This design comes from an exercise in tuning for small area and a short achievable clock period on the open sky130 flow, not from production work.
Function was not checked in any run shown here: the RTL went through the layout flow alone.
Power figures rest on the tool's default switching activity, not on a simulated workload.

==> design.v <==
`timescale 1ns / 1ps
module HalfAdder(
    input a,
    input b,
    output f,
    output carryOut
    );
    assign f = a ^ b;
    assign carryOut = a & b;
endmodule
`timescale 1ns / 1ps
module FullAdder(
    input a,
    input b,
    input carryIn,
    output sum,
    output carryOut
    );
    assign sum = a ^ b ^ carryIn;
    assign carryOut = (a & b) | (a & carryIn) | (b & carryIn);
endmodule
`timescale 1ns / 1ps
module Inv(input a, output y);
    assign y = ~a;
endmodule
module Nand2(input a, input b, output y);
    assign y = ~(a & b);
endmodule
module Nor2(input a, input b, output y);
    assign y = ~(a | b);
endmodule
module Aoi21(input a, input b, input c, output y);
    assign y = ~((a & b) | c);
endmodule
module Oai21(input a, input b, input c, output y);
    assign y = ~((a | b) & c);
endmodule
module Xor2(input a, input b, output y);
    assign y = a ^ b;
endmodule
`timescale 1ns / 1ps
module MACRegister(
    input clk,
    input rst,
    input [1:0] opcode,
    input [15:0] a,
    input [15:0] b,
    output [31:0] dataOut
    );
    reg [31:0] register;
    assign dataOut = register;
    wire mac = ~rst & (opcode == 2'd2);
    wire [31:0] base = rst ? 32'd0 : (opcode == 2'd1) ? {a, b} : register;
    wire [15:0] bg = b & {16{mac}};
    wire [31:0] rt = ~base;
    wire pp0_0 = ~(a[0] & bg[0]), pp0_1 = ~(a[0] & bg[1]), pp0_2 = ~(a[0] & bg[2]), pp0_3 = ~(a[0] & bg[3]), pp0_4 = ~(a[0] & bg[4]), pp0_5 = ~(a[0] & bg[5]), pp0_6 = ~(a[0] & bg[6]), pp0_7 = ~(a[0] & bg[7]), pp0_8 = ~(a[0] & bg[8]), pp0_9 = ~(a[0] & bg[9]), pp0_10 = ~(a[0] & bg[10]), pp0_11 = ~(a[0] & bg[11]), pp0_12 = ~(a[0] & bg[12]), pp0_13 = ~(a[0] & bg[13]), pp0_14 = ~(a[0] & bg[14]), pp0_15 = ~(a[0] & bg[15]);
    wire pp1_0 = ~(a[1] & bg[0]), pp1_1 = ~(a[1] & bg[1]), pp1_2 = ~(a[1] & bg[2]), pp1_3 = ~(a[1] & bg[3]), pp1_4 = ~(a[1] & bg[4]), pp1_5 = ~(a[1] & bg[5]), pp1_6 = ~(a[1] & bg[6]), pp1_7 = ~(a[1] & bg[7]), pp1_8 = ~(a[1] & bg[8]), pp1_9 = ~(a[1] & bg[9]), pp1_10 = ~(a[1] & bg[10]), pp1_11 = ~(a[1] & bg[11]), pp1_12 = ~(a[1] & bg[12]), pp1_13 = ~(a[1] & bg[13]), pp1_14 = ~(a[1] & bg[14]), pp1_15 = ~(a[1] & bg[15]);
    wire pp2_0 = ~(a[2] & bg[0]), pp2_1 = ~(a[2] & bg[1]), pp2_2 = ~(a[2] & bg[2]), pp2_3 = ~(a[2] & bg[3]), pp2_4 = ~(a[2] & bg[4]), pp2_5 = ~(a[2] & bg[5]), pp2_6 = ~(a[2] & bg[6]), pp2_7 = ~(a[2] & bg[7]), pp2_8 = ~(a[2] & bg[8]), pp2_9 = ~(a[2] & bg[9]), pp2_10 = ~(a[2] & bg[10]), pp2_11 = ~(a[2] & bg[11]), pp2_12 = ~(a[2] & bg[12]), pp2_13 = ~(a[2] & bg[13]), pp2_14 = ~(a[2] & bg[14]), pp2_15 = ~(a[2] & bg[15]);
    wire pp3_0 = ~(a[3] & bg[0]), pp3_1 = ~(a[3] & bg[1]), pp3_2 = ~(a[3] & bg[2]), pp3_3 = ~(a[3] & bg[3]), pp3_4 = ~(a[3] & bg[4]), pp3_5 = ~(a[3] & bg[5]), pp3_6 = ~(a[3] & bg[6]), pp3_7 = ~(a[3] & bg[7]), pp3_8 = ~(a[3] & bg[8]), pp3_9 = ~(a[3] & bg[9]), pp3_10 = ~(a[3] & bg[10]), pp3_11 = ~(a[3] & bg[11]), pp3_12 = ~(a[3] & bg[12]), pp3_13 = ~(a[3] & bg[13]), pp3_14 = ~(a[3] & bg[14]), pp3_15 = ~(a[3] & bg[15]);
    wire pp4_0 = ~(a[4] & bg[0]), pp4_1 = ~(a[4] & bg[1]), pp4_2 = ~(a[4] & bg[2]), pp4_3 = ~(a[4] & bg[3]), pp4_4 = ~(a[4] & bg[4]), pp4_5 = ~(a[4] & bg[5]), pp4_6 = ~(a[4] & bg[6]), pp4_7 = ~(a[4] & bg[7]), pp4_8 = ~(a[4] & bg[8]), pp4_9 = ~(a[4] & bg[9]), pp4_10 = ~(a[4] & bg[10]), pp4_11 = ~(a[4] & bg[11]), pp4_12 = ~(a[4] & bg[12]), pp4_13 = ~(a[4] & bg[13]), pp4_14 = ~(a[4] & bg[14]), pp4_15 = ~(a[4] & bg[15]);
    wire pp5_0 = ~(a[5] & bg[0]), pp5_1 = ~(a[5] & bg[1]), pp5_2 = ~(a[5] & bg[2]), pp5_3 = ~(a[5] & bg[3]), pp5_4 = ~(a[5] & bg[4]), pp5_5 = ~(a[5] & bg[5]), pp5_6 = ~(a[5] & bg[6]), pp5_7 = ~(a[5] & bg[7]), pp5_8 = ~(a[5] & bg[8]), pp5_9 = ~(a[5] & bg[9]), pp5_10 = ~(a[5] & bg[10]), pp5_11 = ~(a[5] & bg[11]), pp5_12 = ~(a[5] & bg[12]), pp5_13 = ~(a[5] & bg[13]), pp5_14 = ~(a[5] & bg[14]), pp5_15 = ~(a[5] & bg[15]);
    wire pp6_0 = ~(a[6] & bg[0]), pp6_1 = ~(a[6] & bg[1]), pp6_2 = ~(a[6] & bg[2]), pp6_3 = ~(a[6] & bg[3]), pp6_4 = ~(a[6] & bg[4]), pp6_5 = ~(a[6] & bg[5]), pp6_6 = ~(a[6] & bg[6]), pp6_7 = ~(a[6] & bg[7]), pp6_8 = ~(a[6] & bg[8]), pp6_9 = ~(a[6] & bg[9]), pp6_10 = ~(a[6] & bg[10]), pp6_11 = ~(a[6] & bg[11]), pp6_12 = ~(a[6] & bg[12]), pp6_13 = ~(a[6] & bg[13]), pp6_14 = ~(a[6] & bg[14]), pp6_15 = ~(a[6] & bg[15]);
    wire pp7_0 = ~(a[7] & bg[0]), pp7_1 = ~(a[7] & bg[1]), pp7_2 = ~(a[7] & bg[2]), pp7_3 = ~(a[7] & bg[3]), pp7_4 = ~(a[7] & bg[4]), pp7_5 = ~(a[7] & bg[5]), pp7_6 = ~(a[7] & bg[6]), pp7_7 = ~(a[7] & bg[7]), pp7_8 = ~(a[7] & bg[8]), pp7_9 = ~(a[7] & bg[9]), pp7_10 = ~(a[7] & bg[10]), pp7_11 = ~(a[7] & bg[11]), pp7_12 = ~(a[7] & bg[12]), pp7_13 = ~(a[7] & bg[13]), pp7_14 = ~(a[7] & bg[14]), pp7_15 = ~(a[7] & bg[15]);
    wire pp8_0 = ~(a[8] & bg[0]), pp8_1 = ~(a[8] & bg[1]), pp8_2 = ~(a[8] & bg[2]), pp8_3 = ~(a[8] & bg[3]), pp8_4 = ~(a[8] & bg[4]), pp8_5 = ~(a[8] & bg[5]), pp8_6 = ~(a[8] & bg[6]), pp8_7 = ~(a[8] & bg[7]), pp8_8 = ~(a[8] & bg[8]), pp8_9 = ~(a[8] & bg[9]), pp8_10 = ~(a[8] & bg[10]), pp8_11 = ~(a[8] & bg[11]), pp8_12 = ~(a[8] & bg[12]), pp8_13 = ~(a[8] & bg[13]), pp8_14 = ~(a[8] & bg[14]), pp8_15 = ~(a[8] & bg[15]);
    wire pp9_0 = ~(a[9] & bg[0]), pp9_1 = ~(a[9] & bg[1]), pp9_2 = ~(a[9] & bg[2]), pp9_3 = ~(a[9] & bg[3]), pp9_4 = ~(a[9] & bg[4]), pp9_5 = ~(a[9] & bg[5]), pp9_6 = ~(a[9] & bg[6]), pp9_7 = ~(a[9] & bg[7]), pp9_8 = ~(a[9] & bg[8]), pp9_9 = ~(a[9] & bg[9]), pp9_10 = ~(a[9] & bg[10]), pp9_11 = ~(a[9] & bg[11]), pp9_12 = ~(a[9] & bg[12]), pp9_13 = ~(a[9] & bg[13]), pp9_14 = ~(a[9] & bg[14]), pp9_15 = ~(a[9] & bg[15]);
    wire pp10_0 = ~(a[10] & bg[0]), pp10_1 = ~(a[10] & bg[1]), pp10_2 = ~(a[10] & bg[2]), pp10_3 = ~(a[10] & bg[3]), pp10_4 = ~(a[10] & bg[4]), pp10_5 = ~(a[10] & bg[5]), pp10_6 = ~(a[10] & bg[6]), pp10_7 = ~(a[10] & bg[7]), pp10_8 = ~(a[10] & bg[8]), pp10_9 = ~(a[10] & bg[9]), pp10_10 = ~(a[10] & bg[10]), pp10_11 = ~(a[10] & bg[11]), pp10_12 = ~(a[10] & bg[12]), pp10_13 = ~(a[10] & bg[13]), pp10_14 = ~(a[10] & bg[14]), pp10_15 = ~(a[10] & bg[15]);
    wire pp11_0 = ~(a[11] & bg[0]), pp11_1 = ~(a[11] & bg[1]), pp11_2 = ~(a[11] & bg[2]), pp11_3 = ~(a[11] & bg[3]), pp11_4 = ~(a[11] & bg[4]), pp11_5 = ~(a[11] & bg[5]), pp11_6 = ~(a[11] & bg[6]), pp11_7 = ~(a[11] & bg[7]), pp11_8 = ~(a[11] & bg[8]), pp11_9 = ~(a[11] & bg[9]), pp11_10 = ~(a[11] & bg[10]), pp11_11 = ~(a[11] & bg[11]), pp11_12 = ~(a[11] & bg[12]), pp11_13 = ~(a[11] & bg[13]), pp11_14 = ~(a[11] & bg[14]), pp11_15 = ~(a[11] & bg[15]);
    wire pp12_0 = ~(a[12] & bg[0]), pp12_1 = ~(a[12] & bg[1]), pp12_2 = ~(a[12] & bg[2]), pp12_3 = ~(a[12] & bg[3]), pp12_4 = ~(a[12] & bg[4]), pp12_5 = ~(a[12] & bg[5]), pp12_6 = ~(a[12] & bg[6]), pp12_7 = ~(a[12] & bg[7]), pp12_8 = ~(a[12] & bg[8]), pp12_9 = ~(a[12] & bg[9]), pp12_10 = ~(a[12] & bg[10]), pp12_11 = ~(a[12] & bg[11]), pp12_12 = ~(a[12] & bg[12]), pp12_13 = ~(a[12] & bg[13]), pp12_14 = ~(a[12] & bg[14]), pp12_15 = ~(a[12] & bg[15]);
    wire pp13_0 = ~(a[13] & bg[0]), pp13_1 = ~(a[13] & bg[1]), pp13_2 = ~(a[13] & bg[2]), pp13_3 = ~(a[13] & bg[3]), pp13_4 = ~(a[13] & bg[4]), pp13_5 = ~(a[13] & bg[5]), pp13_6 = ~(a[13] & bg[6]), pp13_7 = ~(a[13] & bg[7]), pp13_8 = ~(a[13] & bg[8]), pp13_9 = ~(a[13] & bg[9]), pp13_10 = ~(a[13] & bg[10]), pp13_11 = ~(a[13] & bg[11]), pp13_12 = ~(a[13] & bg[12]), pp13_13 = ~(a[13] & bg[13]), pp13_14 = ~(a[13] & bg[14]), pp13_15 = ~(a[13] & bg[15]);
    wire pp14_0 = ~(a[14] & bg[0]), pp14_1 = ~(a[14] & bg[1]), pp14_2 = ~(a[14] & bg[2]), pp14_3 = ~(a[14] & bg[3]), pp14_4 = ~(a[14] & bg[4]), pp14_5 = ~(a[14] & bg[5]), pp14_6 = ~(a[14] & bg[6]), pp14_7 = ~(a[14] & bg[7]), pp14_8 = ~(a[14] & bg[8]), pp14_9 = ~(a[14] & bg[9]), pp14_10 = ~(a[14] & bg[10]), pp14_11 = ~(a[14] & bg[11]), pp14_12 = ~(a[14] & bg[12]), pp14_13 = ~(a[14] & bg[13]), pp14_14 = ~(a[14] & bg[14]), pp14_15 = ~(a[14] & bg[15]);
    wire pp15_0 = ~(a[15] & bg[0]), pp15_1 = ~(a[15] & bg[1]), pp15_2 = ~(a[15] & bg[2]), pp15_3 = ~(a[15] & bg[3]), pp15_4 = ~(a[15] & bg[4]), pp15_5 = ~(a[15] & bg[5]), pp15_6 = ~(a[15] & bg[6]), pp15_7 = ~(a[15] & bg[7]), pp15_8 = ~(a[15] & bg[8]), pp15_9 = ~(a[15] & bg[9]), pp15_10 = ~(a[15] & bg[10]), pp15_11 = ~(a[15] & bg[11]), pp15_12 = ~(a[15] & bg[12]), pp15_13 = ~(a[15] & bg[13]), pp15_14 = ~(a[15] & bg[14]), pp15_15 = ~(a[15] & bg[15]);
    wire s1, c2, s3, c4, s5, c6, s7, c8, s9, c10, s11, c12, s13, c14, s15, c16;
    wire s17, c18, s19, c20, s21, c22, s23, c24, s25, c26, s27, c28, s29, c30, s31, c32;
    wire s33, c34, s35, c36, s37, c38, s39, c40, s41, c42, s43, c44, s45, c46, s47, c48;
    wire s49, c50, s51, c52, s53, c54, s55, c56, s57, c58, s59, c60, s61, c62, s63, c64;
    wire s65, c66, s67, c68, s69, c70, s71, c72, s73, c74, s75, c76, s77, c78, s79, c80;
    wire s81, c82, s83, c84, s85, c86, s87, c88, s89, c90, s91, c92, s93, c94, s95, c96;
    wire s97, c98, s99, c100, s101, c102, s103, c104, s105, c106, s107, c108, s109, c110, s111, c112;
    wire s113, c114, s115, c116, s117, c118, s119, c120, s121, c122, s123, c124, s125, c126, s127, c128;
    wire s129, c130, s131, c132, s133, c134, s135, c136, s137, c138, s139, c140, s141, c142, s143, c144;
    wire s145, c146, s147, c148, s149, c150, s151, c152, s153, c154, s155, c156, s157, c158, s159, c160;
    wire s161, c162, s163, c164, s165, c166, s167, c168, s169, c170, s171, c172, s173, c174, s175, c176;
    wire s177, c178, s179, c180, s181, c182, s183, c184, s185, c186, s187, c188, s189, c190, s191, c192;
    wire s193, c194, s195, c196, s197, c198, s199, c200, s201, c202, s203, c204, s205, c206, s207, c208;
    wire s209, c210, s211, c212, s213, c214, s215, c216, s217, c218, s219, c220, s221, c222, s223, c224;
    wire s225, c226, s227, c228, s229, c230, s231, c232, s233, c234, s235, c236, s237, c238, s239, c240;
    wire s241, c242, s243, c244, s245, c246, s247, c248, s249, c250, s251, c252, s253, c254, s255, c256;
    wire s257, c258, s259, c260, s261, c262, s263, c264, s265, c266, s267, c268, s269, c270, s271, c272;
    wire s273, c274, s275, c276, s277, c278, s279, c280, s281, c282, s283, c284, s285, c286, s287, c288;
    wire s289, c290, s291, c292, s293, c294, s295, c296, s297, c298, s299, c300, s301, c302, s303, c304;
    wire s305, c306, s307, c308, s309, c310, s311, c312, s313, c314, s315, c316, s317, c318, s319, c320;
    wire s321, c322, s323, c324, s325, c326, s327, c328, s329, c330, s331, c332, s333, c334, s335, c336;
    wire s337, c338, s339, c340, s341, c342, s343, c344, s345, c346, s347, c348, s349, c350, s351, c352;
    wire s353, c354, s355, c356, s357, c358, s359, c360, s361, c362, s363, c364, s365, c366, s367, c368;
    wire s369, c370, s371, c372, s373, c374, s375, c376, s377, c378, s379, c380, s381, c382, s383, c384;
    wire s385, c386, s387, c388, s389, c390, s391, c392, s393, c394, s395, c396, s397, c398, s399, c400;
    wire s401, c402, s403, c404, s405, c406, s407, c408, s409, c410, s411, c412, s413, c414, s415, c416;
    wire s417, c418, s419, c420, s421, c422, s423, c424, s425, c426, s427, c428, s429, c430, s431, c432;
    wire s433, c434, s435, c436, s437, c438, s439, c440, s441, c442, s443, c444, s445, c446, s447, c448;
    wire s449, c450, s451, c452, s453, c454, s455, c456, s457, c458, s459, c460, s461, c462, s463, c464;
    wire s465, c466, s467, c468, s469, c470, s471, c472, s473, c474, s475, c476, s477, c478, s479, c480;
    wire s481, c482, s483, c484, s485, c486, s487, c488, s489, c490, s491, c492;
    FullAdder fa0(rt[0], pp0_0, 1'b1, s1, c2);
    FullAdder fa1(rt[1], pp0_1, pp1_0, s3, c4);
    FullAdder fa2(c2, s3, 1'b1, s5, c6);
    FullAdder fa3(rt[2], pp0_2, pp1_1, s7, c8);
    FullAdder fa4(pp2_0, c4, s7, s9, c10);
    FullAdder fa5(c6, s9, 1'b1, s11, c12);
    FullAdder fa6(rt[3], pp0_3, pp1_2, s13, c14);
    FullAdder fa7(pp2_1, pp3_0, c8, s15, c16);
    FullAdder fa8(s13, c10, s15, s17, c18);
    FullAdder fa9(s17, c12, 1'b1, s19, c20);
    FullAdder fa10(rt[4], pp0_4, pp1_3, s21, c22);
    FullAdder fa11(pp2_2, pp3_1, pp4_0, s23, c24);
    FullAdder fa12(c14, s21, s23, s25, c26);
    FullAdder fa13(c16, s25, c18, s27, c28);
    FullAdder fa14(s27, c20, 1'b1, s29, c30);
    FullAdder fa15(rt[5], pp0_5, pp1_4, s31, c32);
    FullAdder fa16(pp2_3, pp3_2, pp4_1, s33, c34);
    FullAdder fa17(pp5_0, c22, c24, s35, c36);
    FullAdder fa18(s31, s33, c26, s37, c38);
    FullAdder fa19(s35, s37, c28, s39, c40);
    FullAdder fa20(s39, c30, 1'b1, s41, c42);
    FullAdder fa21(rt[6], pp0_6, pp1_5, s43, c44);
    FullAdder fa22(pp2_4, pp3_3, pp4_2, s45, c46);
    FullAdder fa23(pp5_1, pp6_0, c32, s47, c48);
    FullAdder fa24(c34, s43, s45, s49, c50);
    FullAdder fa25(c36, s47, s49, s51, c52);
    FullAdder fa26(c38, s51, c40, s53, c54);
    FullAdder fa27(rt[7], pp0_7, pp1_6, s55, c56);
    FullAdder fa28(pp2_5, pp3_4, pp4_3, s57, c58);
    FullAdder fa29(pp5_2, pp6_1, pp7_0, s59, c60);
    FullAdder fa30(c44, c46, s55, s61, c62);
    FullAdder fa31(s57, s59, c48, s63, c64);
    FullAdder fa32(c50, s61, s63, s65, c66);
    FullAdder fa33(c52, s65, 1'b1, s67, c68);
    FullAdder fa34(rt[8], pp0_8, pp1_7, s69, c70);
    FullAdder fa35(pp2_6, pp3_5, pp4_4, s71, c72);
    FullAdder fa36(pp5_3, pp6_2, pp7_1, s73, c74);
    FullAdder fa37(pp8_0, c56, c58, s75, c76);
    FullAdder fa38(c60, s69, s71, s77, c78);
    FullAdder fa39(s73, c62, s75, s79, c80);
    FullAdder fa40(s77, c64, s79, s81, c82);
    FullAdder fa41(c66, s81, 1'b1, s83, c84);
    FullAdder fa42(rt[9], pp0_9, pp1_8, s85, c86);
    FullAdder fa43(pp2_7, pp3_6, pp4_5, s87, c88);
    FullAdder fa44(pp5_4, pp6_3, pp7_2, s89, c90);
    FullAdder fa45(pp8_1, pp9_0, c70, s91, c92);
    FullAdder fa46(c72, c74, s85, s93, c94);
    FullAdder fa47(s87, s89, c76, s95, c96);
    FullAdder fa48(s91, c78, s93, s97, c98);
    FullAdder fa49(s95, c80, s97, s99, c100);
    FullAdder fa50(c82, s99, 1'b1, s101, c102);
    FullAdder fa51(rt[10], pp0_10, pp10_0, s103, c104);
    FullAdder fa52(pp1_9, pp2_8, pp3_7, s105, c106);
    FullAdder fa53(pp4_6, pp5_5, pp6_4, s107, c108);
    FullAdder fa54(pp7_3, pp8_2, pp9_1, s109, c110);
    FullAdder fa55(c86, c88, c90, s111, c112);
    FullAdder fa56(s103, s105, s107, s113, c114);
    FullAdder fa57(s109, c92, c94, s115, c116);
    FullAdder fa58(s111, s113, c96, s117, c118);
    FullAdder fa59(c98, s115, s117, s119, c120);
    FullAdder fa60(c100, s119, 1'b1, s121, c122);
    FullAdder fa61(rt[11], pp0_11, pp10_1, s123, c124);
    FullAdder fa62(pp11_0, pp1_10, pp2_9, s125, c126);
    FullAdder fa63(pp3_8, pp4_7, pp5_6, s127, c128);
    FullAdder fa64(pp6_5, pp7_4, pp8_3, s129, c130);
    FullAdder fa65(pp9_2, c104, c106, s131, c132);
    FullAdder fa66(c108, c110, s123, s133, c134);
    FullAdder fa67(s125, s127, s129, s135, c136);
    FullAdder fa68(c112, s131, c114, s137, c138);
    FullAdder fa69(s133, s135, c116, s139, c140);
    FullAdder fa70(s137, c118, s139, s141, c142);
    FullAdder fa71(c120, s141, 1'b1, s143, c144);
    FullAdder fa72(rt[12], pp0_12, pp10_2, s145, c146);
    FullAdder fa73(pp11_1, pp12_0, pp1_11, s147, c148);
    FullAdder fa74(pp2_10, pp3_9, pp4_8, s149, c150);
    FullAdder fa75(pp5_7, pp6_6, pp7_5, s151, c152);
    FullAdder fa76(pp8_4, pp9_3, c124, s153, c154);
    FullAdder fa77(c126, c128, c130, s155, c156);
    FullAdder fa78(s145, s147, s149, s157, c158);
    FullAdder fa79(s151, c132, s153, s159, c160);
    FullAdder fa80(c134, c136, s155, s161, c162);
    FullAdder fa81(s157, s159, c138, s163, c164);
    FullAdder fa82(s161, c140, s163, s165, c166);
    FullAdder fa83(c142, s165, 1'b1, s167, c168);
    FullAdder fa84(rt[13], pp0_13, pp10_3, s169, c170);
    FullAdder fa85(pp11_2, pp12_1, pp13_0, s171, c172);
    FullAdder fa86(pp1_12, pp2_11, pp3_10, s173, c174);
    FullAdder fa87(pp4_9, pp5_8, pp6_7, s175, c176);
    FullAdder fa88(pp7_6, pp8_5, pp9_4, s177, c178);
    FullAdder fa89(c146, c148, c150, s179, c180);
    FullAdder fa90(c152, s169, s171, s181, c182);
    FullAdder fa91(s173, s175, s177, s183, c184);
    FullAdder fa92(c154, c156, c158, s185, c186);
    FullAdder fa93(s179, s181, s183, s187, c188);
    FullAdder fa94(c160, c162, s185, s189, c190);
    FullAdder fa95(s187, c164, s189, s191, c192);
    FullAdder fa96(c166, s191, 1'b1, s193, c194);
    FullAdder fa97(rt[14], pp0_14, pp10_4, s195, c196);
    FullAdder fa98(pp11_3, pp12_2, pp13_1, s197, c198);
    FullAdder fa99(pp14_0, pp1_13, pp2_12, s199, c200);
    FullAdder fa100(pp3_11, pp4_10, pp5_9, s201, c202);
    FullAdder fa101(pp6_8, pp7_7, pp8_6, s203, c204);
    FullAdder fa102(pp9_5, c170, c172, s205, c206);
    FullAdder fa103(c174, c176, c178, s207, c208);
    FullAdder fa104(s195, s197, s199, s209, c210);
    FullAdder fa105(s201, s203, c180, s211, c212);
    FullAdder fa106(s205, c182, c184, s213, c214);
    FullAdder fa107(s207, s209, s211, s215, c216);
    FullAdder fa108(c186, c188, s213, s217, c218);
    FullAdder fa109(s215, c190, s217, s219, c220);
    FullAdder fa110(c192, s219, 1'b1, s221, c222);
    FullAdder fa111(rt[15], pp0_15, pp10_5, s223, c224);
    FullAdder fa112(pp11_4, pp12_3, pp13_2, s225, c226);
    FullAdder fa113(pp14_1, pp15_0, pp1_14, s227, c228);
    FullAdder fa114(pp2_13, pp3_12, pp4_11, s229, c230);
    FullAdder fa115(pp5_10, pp6_9, pp7_8, s231, c232);
    FullAdder fa116(pp8_7, pp9_6, c196, s233, c234);
    FullAdder fa117(c198, c200, c202, s235, c236);
    FullAdder fa118(c204, s223, s225, s237, c238);
    FullAdder fa119(s227, s229, s231, s239, c240);
    FullAdder fa120(c206, s233, c208, s241, c242);
    FullAdder fa121(c210, s235, s237, s243, c244);
    FullAdder fa122(s239, c212, c214, s245, c246);
    FullAdder fa123(s241, s243, c216, s247, c248);
    FullAdder fa124(c218, s245, s247, s249, c250);
    FullAdder fa125(c220, s249, 1'b1, s251, c252);
    FullAdder fa126(rt[16], pp10_6, pp11_5, s253, c254);
    FullAdder fa127(pp12_4, pp13_3, pp14_2, s255, c256);
    FullAdder fa128(pp15_1, pp1_15, pp2_14, s257, c258);
    FullAdder fa129(pp3_13, pp4_12, pp5_11, s259, c260);
    FullAdder fa130(pp6_10, pp7_9, pp8_8, s261, c262);
    FullAdder fa131(pp9_7, c224, c226, s263, c264);
    FullAdder fa132(c228, c230, c232, s265, c266);
    FullAdder fa133(s253, s255, s257, s267, c268);
    FullAdder fa134(s259, s261, c234, s269, c270);
    FullAdder fa135(s263, c236, c238, s271, c272);
    FullAdder fa136(c240, s265, s267, s273, c274);
    FullAdder fa137(s269, c242, c244, s275, c276);
    FullAdder fa138(s271, s273, c246, s277, c278);
    FullAdder fa139(s275, c248, s277, s279, c280);
    FullAdder fa140(c250, s279, 1'b1, s281, c282);
    FullAdder fa141(rt[17], pp10_7, pp11_6, s283, c284);
    FullAdder fa142(pp12_5, pp13_4, pp14_3, s285, c286);
    FullAdder fa143(pp15_2, pp2_15, pp3_14, s287, c288);
    FullAdder fa144(pp4_13, pp5_12, pp6_11, s289, c290);
    FullAdder fa145(pp7_10, pp8_9, pp9_8, s291, c292);
    FullAdder fa146(c254, c256, c258, s293, c294);
    FullAdder fa147(c260, c262, s283, s295, c296);
    FullAdder fa148(s285, s287, s289, s297, c298);
    FullAdder fa149(s291, c264, c266, s299, c300);
    FullAdder fa150(c268, s293, s295, s301, c302);
    FullAdder fa151(s297, c270, c272, s303, c304);
    FullAdder fa152(s299, c274, s301, s305, c306);
    FullAdder fa153(c276, s303, s305, s307, c308);
    FullAdder fa154(c278, s307, c280, s309, c310);
    FullAdder fa155(rt[18], pp10_8, pp11_7, s311, c312);
    FullAdder fa156(pp12_6, pp13_5, pp14_4, s313, c314);
    FullAdder fa157(pp15_3, pp3_15, pp4_14, s315, c316);
    FullAdder fa158(pp5_13, pp6_12, pp7_11, s317, c318);
    FullAdder fa159(pp8_10, pp9_9, c284, s319, c320);
    FullAdder fa160(c286, c288, c290, s321, c322);
    FullAdder fa161(c292, s311, s313, s323, c324);
    FullAdder fa162(s315, s317, s319, s325, c326);
    FullAdder fa163(c294, c296, c298, s327, c328);
    FullAdder fa164(s321, s323, c300, s329, c330);
    FullAdder fa165(s325, c302, s327, s331, c332);
    FullAdder fa166(c304, s329, c306, s333, c334);
    FullAdder fa167(s331, c308, s333, s335, c336);
    FullAdder fa168(rt[19], pp10_9, pp11_8, s337, c338);
    FullAdder fa169(pp12_7, pp13_6, pp14_5, s339, c340);
    FullAdder fa170(pp15_4, pp4_15, pp5_14, s341, c342);
    FullAdder fa171(pp6_13, pp7_12, pp8_11, s343, c344);
    FullAdder fa172(pp9_10, c312, c314, s345, c346);
    FullAdder fa173(c316, c318, s337, s347, c348);
    FullAdder fa174(s339, s341, s343, s349, c350);
    FullAdder fa175(c320, s345, c322, s351, c352);
    FullAdder fa176(c324, s347, s349, s353, c354);
    FullAdder fa177(c326, c328, s351, s355, c356);
    FullAdder fa178(s353, c330, c332, s357, c358);
    FullAdder fa179(s355, c334, s357, s359, c360);
    FullAdder fa180(rt[20], pp10_10, pp11_9, s361, c362);
    FullAdder fa181(pp12_8, pp13_7, pp14_6, s363, c364);
    FullAdder fa182(pp15_5, pp5_15, pp6_14, s365, c366);
    FullAdder fa183(pp7_13, pp8_12, pp9_11, s367, c368);
    FullAdder fa184(c338, c340, c342, s369, c370);
    FullAdder fa185(c344, s361, s363, s371, c372);
    FullAdder fa186(s365, s367, c346, s373, c374);
    FullAdder fa187(c348, s369, c350, s375, c376);
    FullAdder fa188(s371, s373, c352, s377, c378);
    FullAdder fa189(c354, s375, c356, s379, c380);
    FullAdder fa190(s377, c358, s379, s381, c382);
    FullAdder fa191(rt[21], pp10_11, pp11_10, s383, c384);
    FullAdder fa192(pp12_9, pp13_8, pp14_7, s385, c386);
    FullAdder fa193(pp15_6, pp6_15, pp7_14, s387, c388);
    FullAdder fa194(pp8_13, pp9_12, c362, s389, c390);
    FullAdder fa195(c364, c366, c368, s391, c392);
    FullAdder fa196(s383, s385, s387, s393, c394);
    FullAdder fa197(s389, c370, c372, s395, c396);
    FullAdder fa198(s391, s393, c374, s397, c398);
    FullAdder fa199(s395, c376, s397, s399, c400);
    FullAdder fa200(c378, s399, c380, s401, c402);
    FullAdder fa201(rt[22], pp10_12, pp11_11, s403, c404);
    FullAdder fa202(pp12_10, pp13_9, pp14_8, s405, c406);
    FullAdder fa203(pp15_7, pp7_15, pp8_14, s407, c408);
    FullAdder fa204(pp9_13, c384, c386, s409, c410);
    FullAdder fa205(c388, s403, s405, s411, c412);
    FullAdder fa206(s407, c390, s409, s413, c414);
    FullAdder fa207(c392, c394, s411, s415, c416);
    FullAdder fa208(c396, s413, s415, s417, c418);
    FullAdder fa209(c398, s417, c400, s419, c420);
    FullAdder fa210(rt[23], pp10_13, pp11_12, s421, c422);
    FullAdder fa211(pp12_11, pp13_10, pp14_9, s423, c424);
    FullAdder fa212(pp15_8, pp8_15, pp9_14, s425, c426);
    FullAdder fa213(c404, c406, c408, s427, c428);
    FullAdder fa214(s421, s423, s425, s429, c430);
    FullAdder fa215(c410, c412, s427, s431, c432);
    FullAdder fa216(s429, c414, c416, s433, c434);
    FullAdder fa217(s431, c418, s433, s435, c436);
    FullAdder fa218(rt[24], pp10_14, pp11_13, s437, c438);
    FullAdder fa219(pp12_12, pp13_11, pp14_10, s439, c440);
    FullAdder fa220(pp15_9, pp9_15, c422, s441, c442);
    FullAdder fa221(c424, c426, s437, s443, c444);
    FullAdder fa222(s439, s441, c428, s445, c446);
    FullAdder fa223(c430, s443, c432, s447, c448);
    FullAdder fa224(s445, c434, s447, s449, c450);
    FullAdder fa225(rt[25], pp10_15, pp11_14, s451, c452);
    FullAdder fa226(pp12_13, pp13_12, pp14_11, s453, c454);
    FullAdder fa227(pp15_10, c438, c440, s455, c456);
    FullAdder fa228(s451, s453, c442, s457, c458);
    FullAdder fa229(s455, c444, s457, s459, c460);
    FullAdder fa230(c446, s459, c448, s461, c462);
    FullAdder fa231(rt[26], pp11_15, pp12_14, s463, c464);
    FullAdder fa232(pp13_13, pp14_12, pp15_11, s465, c466);
    FullAdder fa233(c452, c454, s463, s467, c468);
    FullAdder fa234(s465, c456, s467, s469, c470);
    FullAdder fa235(c458, s469, c460, s471, c472);
    FullAdder fa236(rt[27], pp12_15, pp13_14, s473, c474);
    FullAdder fa237(pp14_13, pp15_12, c464, s475, c476);
    FullAdder fa238(c466, s473, s475, s477, c478);
    FullAdder fa239(c468, c470, s477, s479, c480);
    FullAdder fa240(rt[28], pp13_15, pp14_14, s481, c482);
    FullAdder fa241(pp15_13, c474, s481, s483, c484);
    FullAdder fa242(c476, s483, c478, s485, c486);
    FullAdder fa243(rt[29], pp14_15, pp15_14, s487, c488);
    FullAdder fa244(c482, s487, c484, s489, c490);
    FullAdder fa245(rt[30], pp15_15, c488, s491, c492);
    wire [31:0] x = {rt[31], s491, s489, s485, s479, s471, s461, c436, s435, s419, s401, c360, c336, s335, s309, c252, c222, c194, c168, c144, c122, c102, c84, c68, s67, s53, s41, s29, s19, s11, s5, s1};
    wire [31:0] y = {c492, c490, c486, c480, c472, c462, c450, s449, c420, c402, c382, s381, s359, c310, c282, s281, s251, s221, s193, s167, s143, s121, s101, s83, c54, c42, 1'b1, 1'b1, 1'b1, 1'b1, 1'b1, 1'b1};
    wire [31:0] st;
    wire n493, n494, n495, n496, n497, n498, n499, n500, n501, n502, n503, n504, n505, n506, n507, n508, n509, n510, n511, n512, n513, n514, n515, n516, n517, n518, n519, n520, n521, n522, n523, n524, n525, n526, n527, n528, n529, n530, n531, n532, n533, n534, n535, n536, n537, n538, n539, n540, n541, n542, n543, n544, n545, n546, n547, n548, n549, n550, n551, n552, n553, n554, n555, n556, n557, n558, n559, n560, n561, n562, n563, n564, n565, n566, n567, n568, n569, n570, n571, n572, n573, n574, n575, n576, n577, n578, n579, n580, n581, n582, n583, n584, n585, n586, n587, n588, n589, n590, n591, n592, n593, n594, n595, n596, n597, n598, n599, n600, n601, n602, n603, n604, n605, n606, n607, n608, n609, n610, n611, n612, n613, n614, n615, n616, n617, n618, n619, n620, n621, n622, n623, n624, n625, n626, n627, n628, n629, n630, n631, n632, n633, n634, n635, n636, n637, n638, n639, n640, n641, n642, n643, n644, n645, n646, n647, n648, n649, n650, n651, n652;
    assign st[5:0] = x[5:0];
    Nor2 u_n493(x[6], y[6], n493);
    Nand2 u_n494(x[7], y[7], n494);
    Nor2 u_n495(x[7], y[7], n495);
    Nand2 u_n496(x[8], y[8], n496);
    Nor2 u_n497(x[8], y[8], n497);
    Nand2 u_n498(x[9], y[9], n498);
    Nor2 u_n499(x[9], y[9], n499);
    Nand2 u_n500(x[10], y[10], n500);
    Nor2 u_n501(x[10], y[10], n501);
    Nand2 u_n502(x[11], y[11], n502);
    Nor2 u_n503(x[11], y[11], n503);
    Nand2 u_n504(x[12], y[12], n504);
    Nor2 u_n505(x[12], y[12], n505);
    Nand2 u_n506(x[13], y[13], n506);
    Nor2 u_n507(x[13], y[13], n507);
    Nand2 u_n508(x[14], y[14], n508);
    Nor2 u_n509(x[14], y[14], n509);
    Nand2 u_n510(x[15], y[15], n510);
    Nor2 u_n511(x[15], y[15], n511);
    Nand2 u_n512(x[16], y[16], n512);
    Nor2 u_n513(x[16], y[16], n513);
    Nand2 u_n514(x[17], y[17], n514);
    Nor2 u_n515(x[17], y[17], n515);
    Nand2 u_n516(x[18], y[18], n516);
    Nor2 u_n517(x[18], y[18], n517);
    Nand2 u_n518(x[19], y[19], n518);
    Nor2 u_n519(x[19], y[19], n519);
    Nand2 u_n520(x[20], y[20], n520);
    Nor2 u_n521(x[20], y[20], n521);
    Nand2 u_n522(x[21], y[21], n522);
    Nor2 u_n523(x[21], y[21], n523);
    Nand2 u_n524(x[22], y[22], n524);
    Nor2 u_n525(x[22], y[22], n525);
    Nand2 u_n526(x[23], y[23], n526);
    Nor2 u_n527(x[23], y[23], n527);
    Nand2 u_n528(x[24], y[24], n528);
    Nor2 u_n529(x[24], y[24], n529);
    Nand2 u_n530(x[25], y[25], n530);
    Nor2 u_n531(x[25], y[25], n531);
    Nand2 u_n532(x[26], y[26], n532);
    Nor2 u_n533(x[26], y[26], n533);
    Nand2 u_n534(x[27], y[27], n534);
    Nor2 u_n535(x[27], y[27], n535);
    Nand2 u_n536(x[28], y[28], n536);
    Nor2 u_n537(x[28], y[28], n537);
    Nand2 u_n538(x[29], y[29], n538);
    Nor2 u_n539(x[29], y[29], n539);
    Nand2 u_n540(x[30], y[30], n540);
    Nor2 u_n541(x[30], y[30], n541);
    Nand2 u_n542(x[31], y[31], n542);
    Nor2 u_n543(x[31], y[31], n543);
    Oai21 u_n544(n495, n493, n494, n544);
    Oai21 u_n545(n499, n496, n498, n545);
    Nor2 u_n546(n499, n497, n546);
    Oai21 u_n547(n503, n500, n502, n547);
    Nor2 u_n548(n503, n501, n548);
    Oai21 u_n549(n507, n504, n506, n549);
    Nor2 u_n550(n507, n505, n550);
    Oai21 u_n551(n511, n508, n510, n551);
    Nor2 u_n552(n511, n509, n552);
    Oai21 u_n553(n515, n512, n514, n553);
    Nor2 u_n554(n515, n513, n554);
    Oai21 u_n555(n519, n516, n518, n555);
    Nor2 u_n556(n519, n517, n556);
    Oai21 u_n557(n523, n520, n522, n557);
    Nor2 u_n558(n523, n521, n558);
    Oai21 u_n559(n527, n524, n526, n559);
    Nor2 u_n560(n527, n525, n560);
    Oai21 u_n561(n531, n528, n530, n561);
    Nor2 u_n562(n531, n529, n562);
    Oai21 u_n563(n535, n532, n534, n563);
    Nor2 u_n564(n535, n533, n564);
    Oai21 u_n565(n539, n536, n538, n565);
    Nor2 u_n566(n539, n537, n566);
    Oai21 u_n567(n543, n540, n542, n567);
    Nor2 u_n568(n543, n541, n568);
    Inv u_n569(n544, n569);
    Oai21 u_n570(n497, n569, n496, n570);
    Aoi21 u_n571(n546, n544, n545, n571);
    Inv u_n572(n547, n572);
    Oai21 u_n573(n505, n572, n504, n573);
    Inv u_n574(n548, n574);
    Nor2 u_n575(n505, n574, n575);
    Aoi21 u_n576(n550, n547, n549, n576);
    Nand2 u_n577(n550, n548, n577);
    Inv u_n578(n551, n578);
    Oai21 u_n579(n513, n578, n512, n579);
    Inv u_n580(n552, n580);
    Nor2 u_n581(n513, n580, n581);
    Aoi21 u_n582(n554, n551, n553, n582);
    Nand2 u_n583(n554, n552, n583);
    Inv u_n584(n555, n584);
    Oai21 u_n585(n521, n584, n520, n585);
    Inv u_n586(n556, n586);
    Nor2 u_n587(n521, n586, n587);
    Aoi21 u_n588(n558, n555, n557, n588);
    Nand2 u_n589(n558, n556, n589);
    Inv u_n590(n559, n590);
    Oai21 u_n591(n529, n590, n528, n591);
    Inv u_n592(n560, n592);
    Nor2 u_n593(n529, n592, n593);
    Aoi21 u_n594(n562, n559, n561, n594);
    Nand2 u_n595(n562, n560, n595);
    Inv u_n596(n563, n596);
    Oai21 u_n597(n537, n596, n536, n597);
    Inv u_n598(n564, n598);
    Nor2 u_n599(n537, n598, n599);
    Aoi21 u_n600(n566, n563, n565, n600);
    Nand2 u_n601(n566, n564, n601);
    Oai21 u_n602(n501, n571, n500, n602);
    Inv u_n603(n571, n603);
    Aoi21 u_n604(n548, n603, n547, n604);
    Aoi21 u_n605(n575, n603, n573, n605);
    Oai21 u_n606(n577, n571, n576, n606);
    Oai21 u_n607(n517, n582, n516, n607);
    Nor2 u_n608(n517, n583, n608);
    Inv u_n609(n582, n609);
    Aoi21 u_n610(n556, n609, n555, n610);
    Inv u_n611(n583, n611);
    Nand2 u_n612(n556, n611, n612);
    Aoi21 u_n613(n587, n609, n585, n613);
    Nand2 u_n614(n587, n611, n614);
    Oai21 u_n615(n589, n582, n588, n615);
    Nor2 u_n616(n589, n583, n616);
    Oai21 u_n617(n533, n594, n532, n617);
    Nor2 u_n618(n533, n595, n618);
    Inv u_n619(n594, n619);
    Aoi21 u_n620(n564, n619, n563, n620);
    Inv u_n621(n595, n621);
    Nand2 u_n622(n564, n621, n622);
    Aoi21 u_n623(n599, n619, n597, n623);
    Nand2 u_n624(n599, n621, n624);
    Oai21 u_n625(n601, n594, n600, n625);
    Nor2 u_n626(n601, n595, n626);
    Inv u_n627(n606, n627);
    Oai21 u_n628(n509, n627, n508, n628);
    Aoi21 u_n629(n552, n606, n551, n629);
    Aoi21 u_n630(n581, n606, n579, n630);
    Oai21 u_n631(n583, n627, n582, n631);
    Aoi21 u_n632(n608, n606, n607, n632);
    Oai21 u_n633(n612, n627, n610, n633);
    Oai21 u_n634(n614, n627, n613, n634);
    Aoi21 u_n635(n616, n606, n615, n635);
    Inv u_n636(n625, n636);
    Oai21 u_n637(n541, n636, n540, n637);
    Inv u_n638(n626, n638);
    Nor2 u_n639(n541, n638, n639);
    Aoi21 u_n640(n568, n625, n567, n640);
    Nand2 u_n641(n568, n626, n641);
    Oai21 u_n642(n525, n635, n524, n642);
    Inv u_n643(n635, n643);
    Aoi21 u_n644(n560, n643, n559, n644);
    Aoi21 u_n645(n593, n643, n591, n645);
    Oai21 u_n646(n595, n635, n594, n646);
    Aoi21 u_n647(n618, n643, n617, n647);
    Oai21 u_n648(n622, n635, n620, n648);
    Oai21 u_n649(n624, n635, n623, n649);
    Aoi21 u_n650(n626, n643, n625, n650);
    Aoi21 u_n651(n639, n643, n637, n651);
    Oai21 u_n652(n641, n635, n640, n652);
    wire [31:6] p;
    Xor2 u_p6(x[6], y[6], p[6]);
    Xor2 u_p7(x[7], y[7], p[7]);
    Xor2 u_p8(x[8], y[8], p[8]);
    Xor2 u_p9(x[9], y[9], p[9]);
    Xor2 u_p10(x[10], y[10], p[10]);
    Xor2 u_p11(x[11], y[11], p[11]);
    Xor2 u_p12(x[12], y[12], p[12]);
    Xor2 u_p13(x[13], y[13], p[13]);
    Xor2 u_p14(x[14], y[14], p[14]);
    Xor2 u_p15(x[15], y[15], p[15]);
    Xor2 u_p16(x[16], y[16], p[16]);
    Xor2 u_p17(x[17], y[17], p[17]);
    Xor2 u_p18(x[18], y[18], p[18]);
    Xor2 u_p19(x[19], y[19], p[19]);
    Xor2 u_p20(x[20], y[20], p[20]);
    Xor2 u_p21(x[21], y[21], p[21]);
    Xor2 u_p22(x[22], y[22], p[22]);
    Xor2 u_p23(x[23], y[23], p[23]);
    Xor2 u_p24(x[24], y[24], p[24]);
    Xor2 u_p25(x[25], y[25], p[25]);
    Xor2 u_p26(x[26], y[26], p[26]);
    Xor2 u_p27(x[27], y[27], p[27]);
    Xor2 u_p28(x[28], y[28], p[28]);
    Xor2 u_p29(x[29], y[29], p[29]);
    Xor2 u_p30(x[30], y[30], p[30]);
    Xor2 u_p31(x[31], y[31], p[31]);
    assign st[6] = p[6] ^ 1'b1;
    assign st[7] = p[7] ^ ~n493;
    assign st[8] = p[8] ^ n544;
    assign st[9] = p[9] ^ n570;
    assign st[10] = p[10] ^ ~n571;
    assign st[11] = p[11] ^ n602;
    assign st[12] = p[12] ^ ~n604;
    assign st[13] = p[13] ^ ~n605;
    assign st[14] = p[14] ^ n606;
    assign st[15] = p[15] ^ n628;
    assign st[16] = p[16] ^ ~n629;
    assign st[17] = p[17] ^ ~n630;
    assign st[18] = p[18] ^ n631;
    assign st[19] = p[19] ^ ~n632;
    assign st[20] = p[20] ^ n633;
    assign st[21] = p[21] ^ n634;
    assign st[22] = p[22] ^ ~n635;
    assign st[23] = p[23] ^ n642;
    assign st[24] = p[24] ^ ~n644;
    assign st[25] = p[25] ^ ~n645;
    assign st[26] = p[26] ^ n646;
    assign st[27] = p[27] ^ ~n647;
    assign st[28] = p[28] ^ n648;
    assign st[29] = p[29] ^ n649;
    assign st[30] = p[30] ^ ~n650;
    assign st[31] = p[31] ^ ~n651;
    always @ (posedge clk)
        register <= ~st;
endmodule
==> flow/run.sh <==
#!/bin/bash
# Standard ORFS layout, with the port buffers made of buf_2 cells instead of the default choice.
set -euo pipefail
bash standard.sh "BUFFER_PORTS_ARGS=-buffer_cell sky130_fd_sc_hd__buf_2" finish > make_finish.log 2>&1
==> standard.sh <==
#!/bin/bash
# synth_recipe.tcl (not shown) runs the flow's synth.tcl, then flattens the netlist and writes it again
# the make line also repeats each setting of config.mk as NAME=value (left out here)
make -C /OpenROAD-flow-scripts/flow DESIGN_CONFIG=/design/flow/config.mk WORK_HOME=/design/flow/orfs CLKGATE_MAP_FILE= SYNTH_SCRIPT=/design/flow/synth_recipe.tcl "${@:-finish}"
==> config.mk <==
export PLATFORM = sky130hd
export DESIGN_NAME = MACRegister
export DESIGN_NICKNAME = MACRegister
export VERILOG_FILES = /design/flow/design.v
export SDC_FILE = /design/flow/constraint.sdc
export NUM_CORES = 4
export LEC_CHECK = 0
export CAP_MARGIN = 20
export CORE_MARGIN = 2
export CORE_UTILIZATION = 40
export SETUP_SLACK_MARGIN = 1.0
export SLEW_MARGIN = 20
export SYNTH_HIERARCHICAL = 1
export SYNTH_MINIMUM_KEEP_SIZE = 0
==> constraint.sdc <==
create_clock -name core_clock -period 19.0 [get_ports {clk}]
set_input_delay 3.8000 -clock core_clock [delete_from_list [all_inputs] [get_ports {clk}]]
set_output_delay 3.8000 -clock core_clock [all_outputs]
set_load 0.01 [all_outputs]
==> impl_metrics.csv, run 1 <==
group,metric,value,unit
final_layout,multi_input_area,7940,µm²
final_layout,mostFrequentLayoutCells,"246 x fa_1, 244 x nand2_1, 67 x buf_2",
floorplanning,core-area,22600,µm²
logic_synthesis,yosysTopAreaCellShare,0.535,
sta,whs,0.813,ns
final_layout,regArea,641,µm²
sta,setup-tns-final,0,ns
pwr,clock_power_share,0.151,
critical_path,max_stage_delay,0.87,ns
hold_path,hold_depth,3,
logic_synthesis,syn_inst,924,
placement,postPlaceCellArea,9510,µm²
pwr,vdd_drop_max,0.0000413,V
hold_path,hp-class,"flip-flop to flip-flop",
floorplanning,pin_count,68,
critical_path,critPathRequiredTime,19.23,ns
placement,place_congestion,0.853,
pwr,leakagePower,2.58,nW
floorplanning,initial_utilization,0.407,
cts,cts-buffers-inserted,5,
drt,vias,6562,
critical_path,crit_arrival,10.12,ns
cts,clk_latency,0.31,ns
cts,cts_setup_buffers,0,
critical_path,startpoint,"opcode[1]",
global_route,grt.total_usage,0.212,
final_layout,drive_gt1_frac,0.172,
final_layout,regMostFlops,"register",
cts,h-tree-depth,2,
run_status,status,"no timing/DRC/antenna violations",
pwr,combPwrFrac,0.667,
sta,final.setup_skew,0.0114,ns
cts,cts_tree,"done",
drt,first_pass_iters,6,
sta,max_clock_freq,101,MHz
placement,dp_hpwl,18.5,mm
pwr,swShare,0.478,
hold_path,hold_start,"register[0]",
cts,cts_resized,0,
logic_synthesis,yosysSeqAreaShare,0.0696,
global_route,antenna_found_initial,0,
critical_path,reg2reg_slack,13.47,ns
critical_path,cp_top_family,"adder cells",
logic_synthesis,synth_top_area_cell,"fa_1",
final_layout,area_growth,5.26,%
critical_path,cp_common_cell,"fa_1",
cts,cts_root_buffer,"clkbuf_16",
final_layout,final_common_cell,"fa_1",
critical_path,worst-path-stages,18,
floorplanning,fp.dieW,156,µm
run,drv_cap,0,
critical_path,worstSetupPathType,"primary input to flip-flop",
cts,hold_buffers,0,
critical_path,r2r_cells,16,
critical_path,cp_cell_sequence,"buf_2 > and3b_1 > nand2_1 > fa_1 > fa_1 > fa_1 > fa_1 > fa_1 > fa_1 > fa_1 > nor2_1 > nor2_1 > a21oi_2 > o21ai_1 > a21oi_2 > inv_1 > a21oi_2 > xor2_1",
drt,drtIter0Drc,530,
critical_path,crit_slowest_cell,"and3b_1",
critical_path,reg2reg_to,"register[25]",
global_route,grt_first_pass_wirelength,39.4,mm
critical_path,cp-end-kind,"flip-flop",
logic_synthesis,synth_area,9200,µm²
floorplanning,fp.dieArea,24200,µm²
pwr,internal-power,374,µW
final_layout,nFillCells,2194,
drt,vias_per_cell,5.30,
final_layout,fin_area,9690,µm²
floorplanning,fp-row-count,55,
critical_path,reg2reg_from,"register[13]",
global_route,gr-total-overflow,0,
sta,maxSlewViolCount,0,
final_layout,reg_top3,"register (32)",
cts,cts.clk_slew.worst_paths,0.06,ns
cts,cts_buffer_depth,2,
logic_synthesis,synthTopCellsByArea,"fa_1 54%, nand2_1 10%, dfxtp_1 7.0%",
final_layout,diodes,0,
critical_path,cp_num_buf_inv,2,
sta,period_share,0.520,
hold_path,min_to,"register[0]",
drt,drt-total-wl,24.0,mm
logic_synthesis,ys_types,27,
sta,finalHoldViolCount,0,
global_route,grt_max_degree,50,
pwr,seqPwrFrac,0.182,
pwr,p_sw,343,µW
critical_path,start_kind,"primary input",
critical_path,cp_max_fo,34,
drt,antenna_left,0,
global_route,grt_pass1_vias,7276,
sta,worstMarginPinSlew,0.978,ns
logic_synthesis,syn_area_per_cell,9.96,µm²
sta,rsz0062_at_grt,"false",
drt,routedWlPerCell,19.4,µm
floorplanning,fp.dieH,156,µm
sta,setup_viol_count_final,0,
sta,relSlewSlack,0.348,
final_layout,nets,1233,
pwr,power_density,74.1,nW/µm²
final_layout,largest_reg_flops,32,
logic_synthesis,ys.warnings.count,7,
sta,fin_crit,9.89,ns
cts,cts.sinks,32,
logic_synthesis,ys_seq_elements,32,
placement,port_buffers,67,
drt,drcViolationCount,0,
==> stage by stage <==
| step | utilization | total power [mW] | setup slack [ns] | std cells |
|---|---|---|---|---|
| 2_1_floorplan | - | 0.494 | 10.03 | 939 |
| 3_3_place_gp | 0.420 | 0.607 | 8.96 | 1229 |
| 3_5_place_dp | 0.420 | 0.615 | 8.80 | 1229 |
| 4_1_cts | 0.428 | 0.728 | 9.09 | 1237 |
| 5_1_grt | 0.428 | 0.787 | 8.74 | 1237 |
| 6_report | 0.428 | 0.718 | 9.11 | 1237 |
==> power groups by stage <==
stage               Combinational, mW  Sequential, mW  Clock, mW
global route                    0.540           0.135      0.112
finish                          0.478           0.131      0.108
CTS                             0.485           0.132      0.111
global placement                0.472           0.135          0
floorplan                       0.362           0.131          0
detailed placement              0.482           0.133          0
==> routing by layer <==
metal  vias up  GRT usage  share of wire
li1       2869          -              -
met1      3351      0.294           0.42
met2       286      0.337           0.47
met3        56     0.0308          0.069
met4         0     0.0830          0.037
met5         -          0              0
==> worst reg2reg max path, delay by kind of cell (launching register included) <==
family | cells | cell delay (ns)
adders and majority gates | 7 | 3.33
AOI/OAI and AO/OA | 5 | 1.02
DFF | 1 | 0.41
and+or+nand+nor | 2 | 0.30
buffers and inverters | 1 | 0.26
xor gates and xnor gates | 1 | 0.15
==> cells by family (layout without fill, tap and decap cells) <==
group	count (synthesis)	count (layout)	synth area share
and+or+nand+nor	401	401	0.206
adders and majority gates	246	246	0.535
buffers and inverters	107	120	0.0742
AOI/OAI and AO/OA	70	70	0.0488
xor gates and xnor gates	51	51	0.0485
DFF	32	32	0.0696
muxes	16	16	0.0174
other	1	16	0.000407
==> modules after synthesis, one instance, submodules excluded <==
module	flops+latches	cells inside	copies in the design
MACRegister	32	499	1
FullAdder	0	1	246
Aoi21	0	1	21
Xor2	0	1	26
Oai21	0	1	33
Inv	0	1	20
Nand2	0	1	33
Nor2	0	1	46
==> layout make-up <==
class / instances / area share
Clock buffer: 7 / 0.0158
Clock inverter: 1 / 0.00310
Inverter: 27 / 0.0105
Multi-Input combinational cell: 800 / 0.819
Sequential cell: 32 / 0.0661
Tap cell: 285 / 0.0368
Timing Repair Buffer: 85 / 0.0486
==> synth_stat cells <==
| library cell | instances |
|---|---|
| o21ai_1 | 33 |
| and3b_2 | 4 |
| xor2_1 | 39 |
| nand2b_1 | 1 |
| dfxtp_1 | 32 |
| a21oi_2 | 21 |
| buf_8 | 1 |
| nor2_1 | 46 |
| clkbuf_2 | 4 |
| nor2b_1 | 32 |
| nor4bb_1 | 16 |
| conb_1 | 1 |
| a31oi_1 | 16 |
| nand2_2 | 45 |
| buf_12 | 2 |
| clkbuf_1 | 5 |
| inv_1 | 27 |
| mux2i_1 | 16 |
| and3b_1 | 12 |
| nand2_1 | 244 |
| buf_2 | 42 |
| nor2b_4 | 1 |
| buf_4 | 2 |
| buf_6 | 23 |
| buf_1 | 1 |
| fa_1 | 246 |
| xnor2_1 | 12 |
==> worst max-delay path by stage <==
stage | endpoint | slack, ns
4_1_cts | register[25] | 9.09
6_report | register[25] | 9.11
2_1_floorplan | register[24] | 10.03
5_1_grt | register[27] | 8.74
3_5_place_dp | register[25] | 8.80
3_3_place_gp | register[31] | 8.96
==> run 2: changes to the inputs <==
==> flow/run.sh (replaced) <==
#!/bin/bash
# Standard ORFS layout, with buf_2 port buffers, and timing repair aiming for 10 ns of
# setup slack at the design's clock period (i.e. a tighter internal target).
set -euo pipefail
bash standard.sh "BUFFER_PORTS_ARGS=-buffer_cell sky130_fd_sc_hd__buf_2" "SETUP_SLACK_MARGIN=10" finish > make_finish.log 2>&1
==> run 2 against run 1 <==
  * Still clean
  * Critical path depth up 2
  * Maximum frequency up 12%
  * Area after synthesis unchanged
  * Clock power is essentially flat
  * Worst hold slack improved by 0.0042 ns
  * Clock-buffer cell count unchanged
==> impl_metrics.csv, run 2 <==
group,metric,value,unit
critical_path,reg2reg_slack,13.90,ns
pwr,p_total,764,µW
final_layout,reg_top3,"register (32)",
cts,clk_latency,0.31,ns
sta,max_clock_freq,114,MHz
placement,dp_hpwl,18.5,mm
cts,cts.clk_slew.worst_paths,0.06,ns
final_layout,stdcell_count,1311,
sta,final.setup_skew,0.0132,ns
floorplanning,core-area,22600,µm²
critical_path,critPathRequiredTime,19.19,ns
logic_synthesis,async_flop_share,0,
final_layout,nets,1307,
pwr,vdd_drop_max,0.0000428,V
global_route,antenna_found_initial,0,
final_layout,mostFrequentLayoutCells,"243 x nand2_1, 243 x fa_1, 72 x buf_4",
logic_synthesis,synth_area,9200,µm²
sta,maxSlewViolCount,0,
critical_path,cp-end-kind,"flip-flop",
logic_synthesis,synth-edff-count,0,
sta,setup-tns-final,0,ns
critical_path,reg2reg_to,"register[28]",
final_layout,area_growth,15.0,%
floorplanning,fp.dieH,156,µm
drt,vias_per_cell,5.32,
drt,drcViolationCount,0,
run,drv_cap,0,
logic_synthesis,yosys_most_used_dff,"dfxtp_1",
cts,cts-buffers-inserted,5,
hold_path,hold_start,"register[0]",
sta,period_share,0.463,
final_layout,multi_input_area,8110,µm²
global_route,grt_first_pass_wirelength,40.4,mm
logic_synthesis,post-synth-top-count-cell,"fa_1",
floorplanning,pin_count,68,
logic_synthesis,ys.warnings.count,7,
floorplanning,fp.dieArea,24200,µm²
hold_path,hp-class,"flip-flop to flip-flop",
cts,cts_buffer_depth,2,
critical_path,r2r_cells,16,
logic_synthesis,syn_inst,924,
placement,place_congestion,0.853,
critical_path,cp_max_fo,25,
logic_synthesis,ys_types,27,
hold_path,min_to,"register[0]",
global_route,gr-total-overflow,0,
final_layout,nFillCells,2123,
floorplanning,fp-row-count,55,
final_layout,largest_reg_flops,32,
final_layout,drive_gt1_frac,0.265,
sta,finalHoldViolCount,0,
cts,cts_root_buffer,"clkbuf_16",
drt,vias,6970,
final_layout,diodes,0,
placement,placedCellCount,1229,
logic_synthesis,synthTopCellsByCount,"246 x fa_1, 244 x nand2_1, 46 x nor2_1",
critical_path,crit_arrival,8.99,ns
logic_synthesis,ys_seq_elements,32,
drt,first_pass_iters,7,
sta,setup_viol_count_final,0,
logic_synthesis,yosysSeqAreaShare,0.0696,
logic_synthesis,synth_top_area_cell,"fa_1",
global_route,grt_max_degree,50,
placement,port_buffers,67,
critical_path,reg2reg_from,"register[13]",
cts,cts_tree,"done",
cts,h-tree-depth,2,
pwr,power_density,72.2,nW/µm²
sta,fin_crit,8.80,ns
drt,drtIter0Drc,606,
run_status,status,"no timing/DRC/antenna violations",
final_layout,regArea,641,µm²
drt,drt-total-wl,25.4,mm
cts,cts.sinks,32,
drt,routedWlPerCell,19.3,µm
pwr,leakagePower,3.00,nW
global_route,grt_pass1_vias,7579,
critical_path,start_kind,"primary input",
floorplanning,initial_utilization,0.407,
global_route,grt.total_usage,0.218,
critical_path,worstSetupPathType,"primary input to flip-flop",
drt,antenna_left,0,
logic_synthesis,synthTopCellsByArea,"fa_1 54%, nand2_1 10%, dfxtp_1 7.0%",
floorplanning,fp.dieW,156,µm
final_layout,regMostFlops,"register",
logic_synthesis,syn_area_per_cell,9.96,µm²
sta,rsz0062_at_grt,"false",
logic_synthesis,yosysTopAreaCellShare,0.535,
hold_path,hold_depth,3,
-- run 2: cell counts after synthesis --
Identical to the previous run, type by type.
-- run 2: metal layers --
layer  part of all wire  routed length [µm]  GRT usage  vias up
met5                  0                   0          0        -
met4              0.046                1170      0.106        0
met3              0.066                1680     0.0319       75
met2               0.48               12200      0.349      300
met1               0.41               10300      0.292     3575
li1                   -                   -          -     3020
-- run 2: worst max path at each step --
stage	start	endpoint
floorplan	rst	register[24]
global placement	opcode[1]	register[31]
detailed placement	opcode[1]	register[25]
CTS	rst	register[28]
global route	rst	register[28]
finish	rst	register[28]
-- run 2: area by class of cell --
class,instances,area share
Multi-Input combinational cell,800,0.766
Timing Repair Buffer,159,0.112
Sequential cell,32,0.0605
Tap cell,285,0.0337
Clock buffer,7,0.0144
Inverter,27,0.00993
Clock inverter,1,0.00284
-- run 2: what timing repair did --
item / 4_1_cts / 5_1_grt
hold buffers: 0 / 0
pin swaps: 0 / 5
buffers inserted: 36 / 37
endpoints found under the setup margin: 18 / 14
gates resized for setup: 47 / 29
gates cloned: 0 / 1
-- run 2: modules after synthesis, one instance, submodules excluded --
module / cells inside / cell area, µm²
FullAdder: 1 / 20.0
Nand2: 1 / 3.75
Xor2: 1 / 8.76
Nor2: 1 / 3.75
Inv: 1 / 3.75
Oai21: 1 / 5.00
Aoi21: 1 / 8.76
MACRegister: 499 / 3330
-- run 2: cell families after synthesis --
| family | count (synthesis) | share of synthesized area |
|---|---|---|
| adders and majority gates | 246 | 0.535 |
| AOI/OAI and AO/OA | 70 | 0.0488 |
| buffers and inverters | 107 | 0.0742 |
| and+or+nand+nor | 401 | 0.206 |
| xor gates and xnor gates | 51 | 0.0485 |
| other | 1 | 0.000407 |
| DFF | 32 | 0.0696 |
| muxes | 16 | 0.0174 |
-- run 2: stage by stage --
| stage | instance area (µm²) | utilization | setup slack, ns | hold slack (ns) |
|---|---|---|---|---|
| 2_1_floorplan | 9260 | - | 10.03 | 0.804 |
| 3_3_place_gp | 9510 | 0.420 | 8.96 | 0.814 |
| 3_5_place_dp | 9510 | 0.420 | 8.80 | 0.795 |
| 4_1_cts | 10100 | 0.448 | 10.00 | 0.811 |
| 5_1_grt | 10600 | 0.467 | 9.94 | 0.913 |
| 6_report | 10600 | 0.467 | 10.20 | 0.817 |
-- run 2: critical path, stage by stage --
cell and delay, ns:
buf_2 0.14, buf_12 0.17, clkinvlp_4 0.15, buf_4 0.20
a31oi_1 0.13, fa_2 0.44, fa_1 0.44, fa_1 0.45
fa_1 0.39, fa_1 0.51, fa_1 0.43, fa_1 0.51
nor2_2 0.18, o21ai_2 0.10, a21oi_2 0.23, o21ai_2 0.11
a21oi_4 0.22, buf_6 0.16, o21ai_1 0.09, xnor2_1 0.14
-- run 2: power by group --
group	internal [mW]	total, mW	switching [mW]
Combinational	0.230	0.524	0.294
Sequential	0.102	0.132	0.0296
Clock	0.0693	0.109	0.0393
==> run 3: changes to the inputs <==
==> flow/run.sh (replaced) <==
#!/bin/bash
# Standard ORFS layout, with buf_2 port buffers, and timing repair aiming for 11 ns of
# setup slack at the design's clock period (i.e. a tighter internal target).
set -euo pipefail
bash standard.sh "BUFFER_PORTS_ARGS=-buffer_cell sky130_fd_sc_hd__buf_2" "SETUP_SLACK_MARGIN=11" finish > make_finish.log 2>&1
==> run 3 against run 2 <==
  * Critical endpoint is now register[23]
  * Maximum frequency increased by 2.4%
  * Sequential share of layout area decreased by 0.77 points
  * Sequential power about the same
  * Synthesized cell count unchanged
  * Critical path type unchanged
  * Clock power decreased by 12%
  * Clock-buffer cell count unchanged
  * Non-clock buffer count increased by 98
  * Worst setup slack improved by 0.21 ns
  * Total power increased by 18%
==> impl_metrics.csv, run 3 <==
group,metric,value,unit
run_status,status,"no timing/DRC/antenna violations",
placement,postPlaceCellArea,9650,µm²
logic_synthesis,synth_top_area_cell,"fa_1",
cts,h-tree-depth,2,
sta,max_clock_freq,116,MHz
critical_path,r2r_cells,17,
pwr,leakagePower,3.77,nW
cts,cts-buffers-inserted,5,
sta,maxSlewViolCount,0,
pwr,vdd_drop_max,0.0000558,V
placement,placedCellCount,1228,
run,drv_cap,0,
critical_path,reg2reg_to,"register[23]",
pwr,clock_power_share,0.106,
critical_path,crit_arrival,8.82,ns
final_layout,utilization,0.535,
sta,period_share,0.452,
floorplanning,pin_count,68,
critical_path,worstSetupPathType,"primary input to flip-flop",
logic_synthesis,synth-edff-count,0,
pwr,internal-power,471,µW
final_layout,nets,1409,
cts,cts_buffer_depth,2,
critical_path,cp_max_fo,8,
pwr,power_density,74.2,nW/µm²
logic_synthesis,synth_area,9200,µm²
logic_synthesis,yosysTopAreaCellShare,0.535,
cts,cts_tree,"done",
critical_path,startpoint,"rst",
cts,cts.sinks,32,
final_layout,area_growth,31.6,%
critical_path,critPathCapture,"register[23]",
floorplanning,core-area,22600,µm²
final_layout,largest_reg_flops,32,
critical_path,reg2reg_slack,14.05,ns
global_route,grt.total_usage,0.245,
pwr,p_sw,427,µW
logic_synthesis,ys_seq_elements,32,
sta,finalHoldViolCount,0,
global_route,grt_pass1_vias,8078,
hold_path,hp-class,"flip-flop to flip-flop",
final_layout,regMostFlops,"register",
pwr,seqPwrFrac,0.148,
cts,cts_root_buffer,"clkbuf_16",
hold_path,hold_start,"register[0]",
final_layout,drive_gt1_frac,0.416,
placement,port_buffers,67,
logic_synthesis,synthTopCellsByArea,"fa_1 54%, nand2_1 10%, dfxtp_1 7.0%",
cts,clk_latency,0.31,ns
drt,drcViolationCount,0,
pwr,p_total,898,µW
drt,drt-total-wl,29.8,mm
placement,post-place-ws,9.11,ns
floorplanning,initial_utilization,0.407,
drt,routedWlPerCell,21.1,µm
sta,setup_viol_count_final,0,
final_layout,reg_top3,"register (32)",
sta,fin_crit,8.59,ns
logic_synthesis,syn_area_per_cell,9.96,µm²
final_layout,stdcell_count,1412,
logic_synthesis,synthTopCellsByCount,"246 x fa_1, 244 x nand2_1, 46 x nor2_1",
drt,wl_met1,11.3,mm
drt,vias_per_cell,5.46,
drt,drtIter0Drc,697,
global_route,grt_max_degree,39,
logic_synthesis,post-synth-top-count-cell,"fa_1",
floorplanning,fp.dieH,156,µm
logic_synthesis,ys_types,27,
critical_path,start_kind,"primary input",
global_route,grt_first_pass_wirelength,44.9,mm
placement,dp_hpwl,18.6,mm
sta,whs,0.874,ns
logic_synthesis,yosys_most_used_dff,"dfxtp_1",
global_route,gr-total-overflow,0,
final_layout,mostFrequentLayoutCells,"236 x nand2_1, 194 x fa_1, 142 x buf_4",
final_layout,diodes,0,
sta,setup-tns-final,0,ns
pwr,swShare,0.476,
drt,wl_met3,2.22,mm
cts,cts.clk_slew.worst_paths,0.06,ns
drt,antenna_left,0,
critical_path,reg2reg_from,"register[16]",
logic_synthesis,syn_inst,924,
placement,place_congestion,0.841,
drt,vias,7709,
logic_synthesis,async_flop_share,0,
floorplanning,fp.dieW,156,µm
sta,final.setup_skew,0.0147,ns
sta,rsz0062_at_grt,"true",
floorplanning,fp-row-count,55,
drt,routed-wl-met2,14.8,mm
floorplanning,fp.dieArea,24200,µm²
logic_synthesis,ys.warnings.count,7,
sta,setup_slack,10.41,ns
pwr,combPwrFrac,0.746,
final_layout,fin_area,12100,µm²
global_route,antenna_found_initial,0,
logic_synthesis,yosysSeqAreaShare,0.0696,
drt,top_layer_used,"met4",
critical_path,critPathRequiredTime,19.23,ns
critical_path,cp-end-kind,"flip-flop",
drt,first_pass_iters,6,
final_layout,final_common_cell,"nand2_1",
[run 3: cell count changes in the layout (fill, tap and decap cells not counted), sizes merged]
cell    before  now
and3b       16   20
buf        158  253
bufbuf       0    1
bufinv       1    0
clkbuf       8   10
[run 3: critical path, cell delays in order]
cell	delay, ns
buf_12	0.12
buf_16	0.15
nor2b_1	0.17
buf_6	0.18
nand2_1	0.09
fa_2	0.39
fa_1	0.50
fa_2	0.40
fa_2	0.34
fa_1	0.51
fa_2	0.44
fa_2	0.61
nor2_4	0.06
nor2_4	0.16
a21oi_4	0.09
o21ai_2	0.18
a21oi_4	0.05
buf_12	0.15
buf_6	0.12
o21ai_4	0.14
xnor2_1	0.13
[run 3: power by group through the flow]
stage                     registers, mW  clock network, mW  logic, mW
final                             0.133             0.0955      0.670
after global routing              0.135             0.0988      0.739
after CTS                         0.133             0.0976      0.576
after detailed placement          0.133                  0      0.504
after global placement            0.135                  0      0.495
after floorplan                   0.132                  0      0.385
[run 3: final cells by class]
type	instances	area, µm²
Inverter	27	118
Multi-Input combinational cell	804	8670
Clock buffer	7	153
Sequential cell	32	641
Fill cell	1944	10500
Timing Repair Buffer	257	2180
Tap cell	285	357
[run 3: per-module statistics from Yosys (local to each module, per instance)]
module | area (µm²) | cells inside
Nor2 | 3.75 | 1
FullAdder | 20.0 | 1
Inv | 3.75 | 1
MACRegister | 3330 | 499
Oai21 | 5.00 | 1
Nand2 | 3.75 | 1
Xor2 | 8.76 | 1
Aoi21 | 8.76 | 1
[run 3: kinds of logic after synthesis]
kind of cell	Yosys count	share of synthesized area
and+or+nand+nor	401	0.206
adders and majority gates	246	0.535
buffers and inverters	107	0.0742
AOI/OAI and AO/OA	70	0.0488
xor gates and xnor gates	51	0.0485
DFF	32	0.0696
muxes	16	0.0174
other	1	0.000407
[run 3: timing repair]
| action | CTS | global route |
|---|---|---|
| pin swaps | 18 | 40 |
| endpoints found under the setup margin | 25 | 22 |
| buffers inserted | 112 | 52 |
| cloned | 8 | 5 |
| resized for setup | 104 | 94 |
| hold buffers | 0 | 0 |
| hold endpoints to repair | 0 | 0 |
[run 3: how the worst min path moves through the flow]
stage / to / slack, ns / depth (start not counted)
after floorplan: register[0] / 0.80 / 3
after global placement: register[0] / 0.80 / 3
after detailed placement: register[0] / 0.82 / 3
after CTS: register[31] / 0.87 / 4
after global routing: register[31] / 0.93 / 4
final: register[0] / 0.87 / 3
[run 3: routing by layer]
layer | up-vias | global-route usage
met1 | 3920 | 0.313
met4 | 0 | 0.102
met5 | - | 0
met3 | 130 | 0.0447
met2 | 424 | 0.413
li1 | 3235 | -
